What follows belongs to an exercise in optimizing a design on an open flow for small area, a short achievable clock period and few clock cycles; a production flow would make more cautious choices.
The RTL was checked by simulation tests, not by an equivalence proof against the original design.

## SHA1_hash
module SHA1_hash (
	clk,
	nreset,
	start_hash,
	message_addr,
	message_size,
	hash,
	done,
	port_A_data_out,
	port_A_addr
	);
input		clk;
input		nreset;
input		start_hash;
input	[31:0]	message_addr;
input	[31:0]	message_size;
output	[159:0]	hash;
output		done;
input	[31:0]	port_A_data_out;
output	[15:0]	port_A_addr;
localparam [31:0] IV0 = 32'h67452301;
localparam [31:0] IV1 = 32'hEFCDAB89;
localparam [31:0] IV2 = 32'h98BADCFE;
localparam [31:0] IV3 = 32'h10325476;
localparam [31:0] IV4 = 32'hC3D2E1F0;
reg		done;
reg		busy;
reg	[6:0]	tc;		 
reg		init;		 
reg		first;		 
reg		last;		 
reg		pad_done;	 
reg	[13:0]	dw;		 
reg	[13:0]	waddr;		 
reg	[31:0]	a, bq, cq, q, r;
reg	[31:0]	h0, h1, h2, h3, h4;
reg	[31:0]	w [0:15];
reg		rd_r, cap_r, lenw_r;
reg		dwz_r;		 
reg		f_ch_r, f_maj_r;
reg	[1:0]	k_r;
reg	[4:0]	st_r;		 
reg		rot_r;		 
reg		xrot_r, xun_r;	 
reg	[4:0]	hiv_r;		 
reg		injb_r, inja_r;
reg	[2:0]	ivb_r;		 
reg	[1:0]	iva_r;		 
function [31:0] add32;
  ...
For scale: roughly 900 flip-flops.
clock: 8.0 ns
lec_check: 0
cap_margin: 50
core_margin: 2
core_utilization: 40
cts_buf_list: sky130_fd_sc_hd__clkbuf_8
cts_cluster_diameter: 60
cts_cluster_size: 16
place_density: 0.75
setup_slack_margin: 5
slew_margin: 50
standard.sh (not shown) runs the stock make flow with config.mk's settings and CLKGATE_MAP_FILE= SYNTH_SCRIPT=/design/flow/synth_recipe.tcl, a recipe that flattens the netlist after the stock synthesis.
==> flow/flow/run.sh <==
#!/bin/bash
# Layout flow: the standard ORFS layout (standard.sh), unchanged except
# that the ports are buffered with sky130_fd_sc_hd__buf_1 cells (the repair
# steps may still resize them) instead of the buffer the flow picks itself.
# Each step's full output goes to a log file in the work folder.
set -euo pipefail
export BUFFER_PORTS_ARGS="-buffer_cell sky130_fd_sc_hd__buf_1"
bash standard.sh synth > synth.log 2>&1
bash standard.sh finish > layout.log 2>&1
test -f out/final.def
Testbench counts at the start, summed over its fixed seeds: cycles 51,526.
Next try:
--- a/flow/design.v
+++ b/flow/design.v
@@ -46,28 +46,29 @@
 reg		injb_r, inja_r;
 reg	[2:0]	ivb_r;		 
 reg	[1:0]	iva_r;		 
 function [31:0] add32;
 	input [31:0] x, y;
 	reg [31:0] g, p, p0;
 	integer l, j;
 	begin
 		g = x & y;
 		p = x ^ y;
 		p0 = p;
 		for (l = 1; l < 32; l = l * 2)
-			for (j = 31; j >= l; j = j - 1) begin
-				g[j] = g[j] | (p[j] & g[j-l]);
-				p[j] = p[j] & p[j-l];
-			end
+			for (j = 0; j < 32; j = j + 1)
+				if (j & l) begin
+					g[j] = g[j] | (p[j] & g[(j & ~(2*l-1)) + l - 1]);
+					p[j] = p[j] & p[(j & ~(2*l-1)) + l - 1];
+				end
 		add32 = p0 ^ {g[30:0], 1'b0};
 	end
 endfunction
 assign port_A_addr = {waddr, 2'b00};
 assign hash = {h0, h1, h2, h3, h4};
 wire	[6:0]	tcn = start_hash ? 7'd78 : (tc == 7'd81) ? 7'd0 : tc + 7'd1;
 wire		initn = start_hash ? 1'b1 : (tc == 7'd81) ? 1'b0 : init;
 wire		firstn = start_hash ? 1'b1 : (tc == 7'd81 && !init) ? 1'b0 : first;
 always @(posedge clk) begin
 	tc      <= tcn;
 	init    <= initn;
 	first   <= firstn;
Effect:
- critical path depth shrinks by 5
- hold slack is better by 18 ps
- fmax grows by 2.3%
- register-to-register slack is better by 80 ps
- routed wire length shrinks by 10%
- worst setup slack is better by 84 ps
- final cell count shrinks by 7.7%
- design area shrinks by 6.2%
- non-clock buffer count shrinks by 44
- first-iteration DRC count shrinks by 9.4%
- clock-buffer cell count shrinks by 2
Testbench counts after the change, summed over its fixed seeds: cycles 51,526.

==> static timing again, ports no longer ideal <==
In the flow no input, the clock included, has a driving cell. The finished layouts below were timed again as built, in two steps.
Step 1: set_driving_cell puts a clkbuf_16 on clk and a buf_2 on each other input, an assumption about the parent block.
Step 2, shift: input delay + t, output delay - t, t = (earliest + latest rising clock arrival at the registers) / 2. This alone moves slack from input paths to output paths.
a / b / c = ideal ports / drivers / drivers and shift; a / b = the first two.
run | shift t [ns] | setup WS [ns] | clock arrival spread, ns | worst data-port slew with drivers (ns)
the first run | 0.746 | 4.349 / 4.349 / 4.349 | 0.064 / 0.064 | 0.07
the second run | 0.736 | 4.432 / 4.432 / 4.399 | 0.049 / 0.049 | 0.09
After both steps setup and hold are still met in every run listed. The setup slack of the second run, which loses most, moves by 0.000 ns with the drivers and by -0.033 ns with both steps.
